Context: an optimization exercise on an open-source flow, tuned for small area and a short achievable clock period. The choices shown serve that exercise and are no tape-out recipe. At most, simulation tests tie the RTL to the original design; equivalence was not proved. No activity file was given, so power comes from the tool's default toggle rates.

wip/lagoon:
Design user_logic, start of the top module:
module user_logic
(
  Bus2IP_Clk,
  Bus2IP_Reset,
  Bus2IP_Data,
  Bus2IP_BE,
  Bus2IP_RdCE,
  Bus2IP_WrCE,
  IP2Bus_Data,
  IP2Bus_RdAck,
  IP2Bus_WrAck,
  IP2Bus_Error
);
export LEC_CHECK = 0
export ABC_AREA = 1
export CAP_MARGIN = 20
export CORE_MARGIN = 2
export CORE_UTILIZATION = 40
export CTS_BUF_LIST = sky130_fd_sc_hd__clkbuf_4 sky130_fd_sc_hd__clkbuf_8
export SETUP_SLACK_MARGIN = 4.2
export SLEW_MARGIN = 20
export SYNTH_HIERARCHICAL = 1
export SYNTH_MINIMUM_KEEP_SIZE = 0
export TNS_END_PERCENT = 5
create_clock -name core_clock -period 8.5 [get_ports {Bus2IP_Clk}]
standard.sh (not shown) runs the stock make flow with config.mk's settings and CLKGATE_MAP_FILE= SYNTH_SCRIPT=/design/flow/synth_recipe.tcl, a recipe that flattens the netlist after the stock synthesis.
==> flow/flow/run.sh <==
#!/bin/bash
# The standard layout, with every input and output port buffered by
# sky130_fd_sc_hd__buf_2 (buffer_ports' -buffer_cell) instead of the cell
# buffer_ports picks by itself, and the buffers ABC put in at synthesis
# removed at floorplan (REMOVE_ABC_BUFFERS) so repair_design re-buffers only
# where needed. Everything else is the standard flow.
set -euo pipefail
bash standard.sh "BUFFER_PORTS_ARGS=-buffer_cell sky130_fd_sc_hd__buf_2" REMOVE_ABC_BUFFERS=1 finish > standard.log 2>&1
wip/lagoon went all the way through the flow, and no timing, DRC or antenna check failed.
[inputs] wip/delta vs wip/lagoon
diff --git a/flow/config.mk b/flow/config.mk
--- a/flow/config.mk
+++ b/flow/config.mk
@@ -10,6 +10,5 @@
 export CORE_MARGIN = 2
 export CORE_UTILIZATION = 40
-export CTS_BUF_LIST = sky130_fd_sc_hd__clkbuf_4 sky130_fd_sc_hd__clkbuf_8
-export SETUP_SLACK_MARGIN = 4.2
+export SETUP_SLACK_MARGIN = 4.3
 export SLEW_MARGIN = 20
 export SYNTH_HIERARCHICAL = 1
==> comparison <==
The final layout from wip/delta, which completed every stage, passed the timing, DRC and antenna checks at the end of the flow.
wip/lagoon has a lower final worst-path setup slack than wip/delta.
wip/delta: clock share of power higher than wip/lagoon
Layout overhead on the synthesized area: lower on wip/lagoon
## Diff of input files: wip/maple against wip/delta
diff --git a/flow/config.mk b/flow/config.mk
--- a/flow/config.mk
+++ b/flow/config.mk
@@ -10,4 +10,6 @@
 export CORE_MARGIN = 2
 export CORE_UTILIZATION = 40
+export CTS_BUF_LIST = sky130_fd_sc_hd__clkbuf_4 sky130_fd_sc_hd__clkbuf_8
+export CTS_CLUSTER_SIZE = 30
 export SETUP_SLACK_MARGIN = 4.3
 export SLEW_MARGIN = 20
Findings:
- Reported for wip/maple and wip/delta, number of buffers inserted for hold repair after clock tree synthesis turned out identical to the last digit.
- Violation count after the first detailed-route iteration: wip/maple worse than wip/delta
- Area used by multi-input combinational logic: wip/maple vs wip/delta — no meaningful difference
- Overall power after layout on wip/maple is down relative to wip/delta.
- wip/maple: final critical-path required period lower than wip/delta
- Number of design rule violations left after detail routing: wip/delta vs wip/maple identical
- Looking at slew at the pin closest to its max-slew limit, wip/maple sits 0.011 ns lower than wip/delta does.
> inputs changed (wip/maple -> wip/xenon)
==> flow/flow/run.sh <==
#!/bin/bash
# The standard layout, with every input and output port buffered by
# sky130_fd_sc_hd__buf_1 (buffer_ports' -buffer_cell) instead of the cell
# buffer_ports picks by itself, and the buffers ABC put in at synthesis
# removed at floorplan (REMOVE_ABC_BUFFERS) so repair_design re-buffers only
# where needed. Everything else is the standard flow.
set -euo pipefail
bash standard.sh "BUFFER_PORTS_ARGS=-buffer_cell sky130_fd_sc_hd__buf_1" REMOVE_ABC_BUFFERS=1 finish > standard.log 2>&1
diff --git a/flow/config.mk b/flow/config.mk
--- a/flow/config.mk
+++ b/flow/config.mk
@@ -11,5 +11,4 @@
 export CORE_UTILIZATION = 40
 export CTS_BUF_LIST = sky130_fd_sc_hd__clkbuf_4 sky130_fd_sc_hd__clkbuf_8
-export CTS_CLUSTER_SIZE = 30
 export SETUP_SLACK_MARGIN = 4.3
 export SLEW_MARGIN = 20
### Flow results
- Summary of wip/xenon over wip/maple: final instance area went up, non-clock buffer count saw an increase, worst supply voltage drop on vdd rose by 7.5 uV, wire length went up by about 6%.
- Cmp wip/maple and wip/xenon / number of cells on the worst reg-to-reg path / higher: wip/xenon

========
## v56
Another version of the RTL of user_logic (not shown whole).
Size in the first run: ~79 I/O pins.
Settings: LEC_CHECK=0, ABC_AREA=1, CAP_MARGIN=20, CORE_MARGIN=2, CORE_UTILIZATION=40, SETUP_SLACK_MARGIN=4.3, SLEW_MARGIN=20, SYNTH_HIERARCHICAL=1, SYNTH_MINIMUM_KEEP_SIZE=0, TNS_END_PERCENT=5; clock period 8.5 ns.
==> flow/flow/run.sh <==
#!/bin/bash
# The standard layout, with every input and output port buffered by
# sky130_fd_sc_hd__buf_2 (buffer_ports' -buffer_cell) instead of the cell
# buffer_ports picks by itself. Everything else is the standard flow.
set -euo pipefail
bash standard.sh "BUFFER_PORTS_ARGS=-buffer_cell sky130_fd_sc_hd__buf_2" finish > standard.log 2>&1
Inputs modified between v56 and v28:
Settings: SETUP_SLACK_MARGIN now 4, was 4.3.
==> flow/flow/run.sh <==
#!/bin/bash
# The standard layout, with every input and output port buffered by
# sky130_fd_sc_hd__buf_2 (buffer_ports' -buffer_cell) instead of the cell
# buffer_ports picks by itself, and the buffers ABC put in at synthesis
# removed at floorplan (REMOVE_ABC_BUFFERS) so repair_design re-buffers only
# where needed. Everything else is the standard flow.
set -euo pipefail
bash standard.sh "BUFFER_PORTS_ARGS=-buffer_cell sky130_fd_sc_hd__buf_2" REMOVE_ABC_BUFFERS=1 finish > standard.log 2>&1
--- outcome ---
- v28 vs v56, power went down by 0.00010 W.
- When the final numbers for v28 and v56 were put side by side, the post-route cell area turned out to be smaller in v28.
- The clock transition at the register clock pins on the worst setup and hold paths after CTS on v28 is in line with that on v56.
- Between v56 and v28, the flow reports count of nets after finishing decreasing slightly.
- Against v56, v28 reports a final critical path time including I/O delays and setup that is higher.
- Number of non-clock buffers in the layout in v28 vs v56: down 9
- On reported max-cap violation count, v28 and v56 are neck and neck.
- Against v56, v28 reports a sequential share of layout area that is higher.
- v28 and v56 ended up with nearly the same clock skew.
- Relative to v56, total routed wirelength decreased by 5.1% in v28.
### v28 -> v57
==> flow/flow/run.sh <==
#!/bin/bash
# The standard layout, with every input and output port buffered by
# sky130_fd_sc_hd__buf_4 (buffer_ports' -buffer_cell) instead of the cell
# buffer_ports picks by itself. Everything else is the standard flow.
set -euo pipefail
bash standard.sh "BUFFER_PORTS_ARGS=-buffer_cell sky130_fd_sc_hd__buf_4" finish > standard.log 2>&1
- Count of cells resized by post-cts repair on v57 is up relative to v28.
- v57 ran to completion and came out clean on the timing, DRC and antenna checks.
- Clock buffer instance count of the final layout: v57 < v28
- Number of buffers outside the clock class in the layout | v57 above v28
- Run comparison: v28 critical path's slowest cell sky130_fd_sc_hd__clkbuf_16; v57 critical path's slowest cell sky130_fd_sc_hd__o221ai_4
The inputs of v24 differ from those of v57 as listed below.
==> flow/flow/run.sh <==
#!/bin/bash
# The standard layout, with every input and output port buffered by
# sky130_fd_sc_hd__buf_2 (buffer_ports' -buffer_cell) instead of the cell
# buffer_ports picks by itself. Everything else is the standard flow.
set -euo pipefail
bash standard.sh "BUFFER_PORTS_ARGS=-buffer_cell sky130_fd_sc_hd__buf_2" finish > standard.log 2>&1
--- outcome ---
- v24 -> v57: gate count of the mapped netlist delta 0, exact match
- Maximum fanout along the worst path: higher on v57
- Relative to v57, final total power increased by 1.7% in v24.
- v24 reports a higher non-clock buffer instance count of the final layout than v57 does.
- Post-synthesis share of cell area spent on and, or, nand and nor gates: v24 vs v57 — no meaningful difference
- Going from v57 to v24, worst path buffer plus inverter count grows by 3.
- Status: number of standard cells in the layout, taps in and fillers out parity (v57, v24)
- Comparing v57 against v24, there is no change at all in die area.
- Clock-pin slew of the registers on the worst-case setup and hold paths delta (v24 -> v57): insignificant
- Status: post-layout instance area parity (v24, v57)
#### Input delta (v33 over v24)
Settings: SETUP_SLACK_MARGIN changed from 4 to 4.3.
==> flow/flow/run.sh <==
#!/bin/bash
# The standard layout, with every input and output port buffered by
# sky130_fd_sc_hd__buf_2 (buffer_ports' -buffer_cell) instead of the cell
# buffer_ports picks by itself, and the buffers ABC put in at synthesis
# removed at floorplan (REMOVE_ABC_BUFFERS) so repair_design re-buffers only
# where needed. Everything else is the standard flow.
set -euo pipefail
bash standard.sh "BUFFER_PORTS_ARGS=-buffer_cell sky130_fd_sc_hd__buf_2" REMOVE_ABC_BUFFERS=1 finish > standard.log 2>&1
### Flow results
- Taking v24 as the reference, in v33 global-route usage -1.1 points, area growth from synthesis to final layout shrank by 0.81 points, count of buffers added by post-CTS timing repair for setup has decreased, via density per instance fell 1.5%, power consumption lost about 3.4%.
- v33 reports a lower via count of the first global-routing pass than v24 does.
- Maximum frequency: v33 vs v24, no meaningful difference
- Diff v24..v33 | core footprint | unchanged
- Compared with v24, v33 shows a higher highest ir drop seen on vdd.

========
user_logic with an RTL version that a note above also has.
For scale: about 160 flip-flops, ~79 I/O pins, roughly 16000 um2 of cells after synthesis.
==> flow/config.mk <==
export PLATFORM = sky130hd
export DESIGN_NAME = user_logic
export DESIGN_NICKNAME = user_logic
export VERILOG_FILES = /design/flow/design.v
export SDC_FILE = /design/flow/constraint.sdc
export NUM_CORES = 4
export LEC_CHECK = 0
export ABC_AREA = 1
export CAP_MARGIN = 20
export CORE_MARGIN = 2
export CORE_UTILIZATION = 40
export CTS_BUF_LIST = sky130_fd_sc_hd__clkbuf_4 sky130_fd_sc_hd__clkbuf_8
export GPL_ROUTABILITY_DRIVEN = 0
export SETUP_SLACK_MARGIN = 4.3
export SLEW_MARGIN = 20
export SYNTH_HIERARCHICAL = 1
export SYNTH_MINIMUM_KEEP_SIZE = 0
export TNS_END_PERCENT = 5
==> flow/constraint.sdc <==
create_clock -name core_clock -period 8.5 [get_ports {Bus2IP_Clk}]
set_input_delay 1.7000 -clock core_clock [delete_from_list [all_inputs] [get_ports {Bus2IP_Clk}]]
set_output_delay 1.7000 -clock core_clock [all_outputs]
set_load 0.01 [all_outputs]
==> flow/flow/run.sh <==
#!/bin/bash
# The standard layout, with every input and output port buffered by
# sky130_fd_sc_hd__buf_2 (buffer_ports' -buffer_cell) instead of the cell
# buffer_ports picks by itself, and the buffers ABC put in at synthesis
# removed at floorplan (REMOVE_ABC_BUFFERS) so repair_design re-buffers only
# where needed. Everything else is the standard flow.
set -euo pipefail
bash standard.sh "BUFFER_PORTS_ARGS=-buffer_cell sky130_fd_sc_hd__buf_2" REMOVE_ABC_BUFFERS=1 finish > standard.log 2>&1
Then changed:
- CORE_UTILIZATION: 40 -> 30
- CTS_BUF_LIST: sky130_fd_sc_hd__clkbuf_4 sky130_fd_sc_hd__clkbuf_8 -> unset
- GPL_ROUTABILITY_DRIVEN: 0 -> unset
Result:
- setup slack got worse by 140 ps
- total power rose by 13%
- count of clock-buffer cells in the layout fell by 1
- fmax fell by 3.1%
- sequential share of layout area fell by 0.53 points
- cell count rose by 7.8%
- clock skew fell by 20 ps
Then changed:
- CORE_UTILIZATION: 30 -> 40
- CTS_BUF_LIST: unset -> sky130_fd_sc_hd__clkbuf_4 sky130_fd_sc_hd__clkbuf_8
Outcome: Global-route usage rose by 4.8 points; worst setup slack improves by 140 ps; first-iteration DRC count rose by 30%; clock-buffer cell count rose by 1; synthesized area stays the same; non-clock buffer count fell by 4; total power fell by 11%.
Then changed:
- CTS_BUF_LIST: sky130_fd_sc_hd__clkbuf_4 sky130_fd_sc_hd__clkbuf_8 -> unset
- PLACE_DENSITY: unset -> 0.7
Final area is higher by a few percent.
Die area is unchanged.
Clock-buffer cell count stays the same.
Final cell count is higher slightly.
Then changed:
- CTS_BUF_LIST: unset -> sky130_fd_sc_hd__clkbuf_4 sky130_fd_sc_hd__clkbuf_8
- PLACE_DENSITY: 0.7 -> unset
- SETUP_SLACK_MARGIN: 4.3 -> 4.4
Outcome: The changed run finished with timing, DRC and antenna clean. Total power goes down by roughly a tenth. Die area does not change. Global-route usage goes down by 0.34 points. Register-to-register slack gains 30 ps. Wire length goes down by a few percent. Core utilization goes down by 1.5 points. Cell area goes down by a few percent. Clock-buffer cell count stays the same.

========
run 1:
user_logic, a different RTL version from the one above (not shown whole).
For scale: about 79 I/O pins.
export LEC_CHECK = 0
export ABC_AREA = 1
export CAP_MARGIN = 20
export CORE_MARGIN = 2
export CORE_UTILIZATION = 40
export SLEW_MARGIN = 20
export SYNTH_HIERARCHICAL = 1
export SYNTH_MINIMUM_KEEP_SIZE = 0
create_clock -name core_clock -period 8.5 [get_ports {Bus2IP_Clk}]
run.sh (not shown) runs the stock make flow with config.mk's settings and CLKGATE_MAP_FILE= SYNTH_SCRIPT=/design/flow/synth_recipe.tcl, a recipe that flattens the netlist after the stock synthesis.
Stock flow here: none of the scripts above is used.
Run 1 went all the way through the flow, and no timing, DRC or antenna check failed.
Inputs modified between run 1 and run 2:
Settings: putting TNS_END_PERCENT at 5 where nothing was set; putting SETUP_SLACK_MARGIN at 4 where nothing was set.
| met1 wire length | lower: run 1 |
Row global-route usage: run 2 higher / run 1 lower
Length of routed met2 wiring sits higher in run 2 than in run 1.
Total number of vias: higher on run 2
NOTE: data required time of the critical path in run 2 exceeds that of run 1
Run 2 vs. run 1: post-detailed-routing wire length +5400 um, iteration-0 DRC count of the detailed router +about 33%, area occupied by multi-input gates +3.8%, maximum number of pins on one net before global-route repair +1.
NOTE: proportion of total power due to net switching in run 2 exceeds that of run 1
In the reports for run 2 and run 1, the smaller fraction of area in registers belongs to run 2.
Changes in run 3 relative to run 2:
Settings: changing CORE_UTILIZATION from 40 to 65.
Results
- Per the comparison of run 3 with run 2, fraction of area in registers saw a decrease, relative area change from synthesis to final layout saw an increase, count of non-filler cells in the finished layout saw a decrease.
- | worst path required time | run 2 vs run 3 | ≈ equal |
- A launching element of the worst setup path of slv_reg0[12]$_SDFFE_PP0P_ is what run 2 shows, while slv_reg0[18]$_SDFFE_PP0P_ belongs to run 3.

========
user_logic with an RTL version that a note above also has.
Size: ~160 flip-flops, about 79 I/O pins.
Settings: LEC_CHECK=0, ABC_AREA=1, CAP_MARGIN=20, CORE_MARGIN=2, CORE_UTILIZATION=40, CTS_BUF_LIST=sky130_fd_sc_hd__clkbuf_4 sky130_fd_sc_hd__clkbuf_8, SETUP_SLACK_MARGIN=4.3, SLEW_MARGIN=20, SYNTH_HIERARCHICAL=1, SYNTH_MINIMUM_KEEP_SIZE=0, TNS_END_PERCENT=20; clock period 8.5 ns.
standard.sh (not shown) runs the stock make flow with config.mk's settings and CLKGATE_MAP_FILE= SYNTH_SCRIPT=/design/flow/synth_recipe.tcl, a recipe that flattens the netlist after the stock synthesis.
Scripts as last shown in full above: flow/flow/run.sh
The first run completed without violations.
Rerun with:
- CTS_BUF_LIST: sky130_fd_sc_hd__clkbuf_4 sky130_fd_sc_hd__clkbuf_8 -> unset
- SETUP_SLACK_MARGIN: 4.3 -> 4.5
- TNS_END_PERCENT: 20 -> 5
Outcome: The new run completed with no timing, DRC or antenna violations. Sequential share of layout area is lower by 0.47 points. Total power rose by 10%. Synthesized area stays the same.

========
user_logic, a different RTL version from the one above (not shown whole).
For scale: ~1,600 cells after synthesis, about 150 flip-flops.
Design user_logic, start of the top module:
module user_logic
(
  Bus2IP_Clk,
  Bus2IP_Reset,
  Bus2IP_Data,
  Bus2IP_BE,
  Bus2IP_RdCE,
  Bus2IP_WrCE,
  IP2Bus_Data,
  IP2Bus_RdAck,
  IP2Bus_WrAck,
  IP2Bus_Error
);
==> flow/config.mk <==
export PLATFORM = sky130hd
export DESIGN_NAME = user_logic
export DESIGN_NICKNAME = user_logic
export VERILOG_FILES = /design/flow/design.v
export SDC_FILE = /design/flow/constraint.sdc
export NUM_CORES = 4
export LEC_CHECK = 0
export ABC_AREA = 1
export CAP_MARGIN = 20
export CORE_MARGIN = 2
export CORE_UTILIZATION = 40
export SETUP_SLACK_MARGIN = 4
export SLEW_MARGIN = 20
export SYNTH_HIERARCHICAL = 1
export SYNTH_MINIMUM_KEEP_SIZE = 0
export TNS_END_PERCENT = 5
==> flow/constraint.sdc <==
create_clock -name core_clock -period 8.5 [get_ports {Bus2IP_Clk}]
set_input_delay 1.7000 -clock core_clock [delete_from_list [all_inputs] [get_ports {Bus2IP_Clk}]]
set_output_delay 1.7000 -clock core_clock [all_outputs]
set_load 0.01 [all_outputs]
run.sh (not shown) runs the stock make flow with config.mk's settings and CLKGATE_MAP_FILE= SYNTH_SCRIPT=/design/flow/synth_recipe.tcl, a recipe that flattens the netlist after the stock synthesis.
Stock flow here: none of the scripts above is used.
==> next run, changes <==
Settings changed: SETUP_SLACK_MARGIN 4 to 4.5.
Outcome: The changed run finished with timing, DRC and antenna clean; die area does not change; global-route usage is about the same; design area climbs by a little under a tenth; maximum frequency increases by a few percent; routed wire length came out higher by a few percent.
Function was not checked in any run of this note: the RTL went through the layout flow alone.

[separate check: timing with driven ports]
In the flow no input, the clock included, has a driving cell. The finished layouts below were timed again as built, in two steps.
Step 1 (the two cells are an assumption about what drives the block):
set clk [get_ports {Bus2IP_Clk}]
set_driving_cell -lib_cell sky130_fd_sc_hd__clkbuf_16 $clk
set_driving_cell -lib_cell sky130_fd_sc_hd__buf_2 [delete_from_list [all_inputs] $clk]
Step 2, shift: input delay + t, output delay - t, t = (earliest + latest rising clock arrival at the registers) / 2. This alone moves slack from input paths to output paths.
Slacks: ideal / step 1 / step 2; pairs: ideal / step 1.
run	shift t [ns]	setup WS [ns]	hold WS [ns]	worst register clock-pin slew, ns	pins driven straight from the clock port
wip/lagoon	0.550	4.104 / 4.070 / 4.070	0.335 / 0.335 / 0.335	0.11 / 0.11	1
wip/delta	0.508	4.202 / 4.072 / 4.072	0.329 / 0.329 / 0.329	0.08 / 0.08	1
wip/maple	0.550	4.213 / 4.092 / 4.092	0.335 / 0.335 / 0.335	0.11 / 0.11	1
wip/xenon	0.536	4.103 / 4.064 / 4.064	0.335 / 0.335 / 0.335	0.10 / 0.10	1
v56	0.501	4.024 / 3.985 / 3.985	0.331 / 0.331 / 0.331	0.07 / 0.07	1
v28	0.501	3.969 / 3.929 / 3.929	0.320 / 0.320 / 0.320	0.07 / 0.07	1
v57	0.506	3.988 / 3.961 / 3.961	0.330 / 0.330 / 0.330	0.08 / 0.08	1
v24	0.500	4.001 / 3.960 / 3.960	0.329 / 0.329 / 0.329	0.08 / 0.08	1
v33	0.505	4.010 / 3.971 / 3.971	0.318 / 0.318 / 0.318	0.07 / 0.07	1
the first run of note 3	0.550	4.213 / 4.092 / 4.092	0.335 / 0.335 / 0.335	0.11 / 0.11	1
the second run of note 3	0.514	4.074 / 4.026 / 4.026	0.330 / 0.330 / 0.330	0.07 / 0.07	1
the third run of note 3	0.550	4.213 / 4.092 / 4.092	0.335 / 0.335 / 0.335	0.11 / 0.11	1
the fourth run of note 3	0.494	4.240 / 4.025 / 4.025	0.330 / 0.330 / 0.330	0.08 / 0.08	1
the fifth run of note 3	0.542	4.192 / 4.116 / 4.116	0.335 / 0.335 / 0.335	0.11 / 0.11	1
run 1	0.504	2.776 / 2.752 / 2.752	0.418 / 0.418 / 0.418	0.08 / 0.08	1
run 2	0.497	3.948 / 3.948 / 3.948	0.409 / 0.409 / 0.409	0.08 / 0.08	1
run 3	0.492	3.748 / 3.748 / 3.748	0.446 / 0.446 / 0.446	0.08 / 0.08	1
the first run of note 5	0.551	4.213 / 4.081 / 4.081	0.335 / 0.335 / 0.335	0.11 / 0.11	1
the second run of note 5	0.505	4.194 / 4.062 / 4.062	0.329 / 0.329 / 0.329	0.08 / 0.08	1
the first run of note 6	0.507	3.959 / 3.941 / 3.941	0.330 / 0.330 / 0.330	0.08 / 0.08	1
the second run of note 6	0.499	4.089 / 4.046 / 4.046	0.327 / 0.327 / 0.327	0.08 / 0.08	1
After both steps every run listed still meets setup and hold. The setup slack of the fourth run of note 3, which loses most, moves by -0.215 ns with the drivers and by -0.215 ns with both steps.
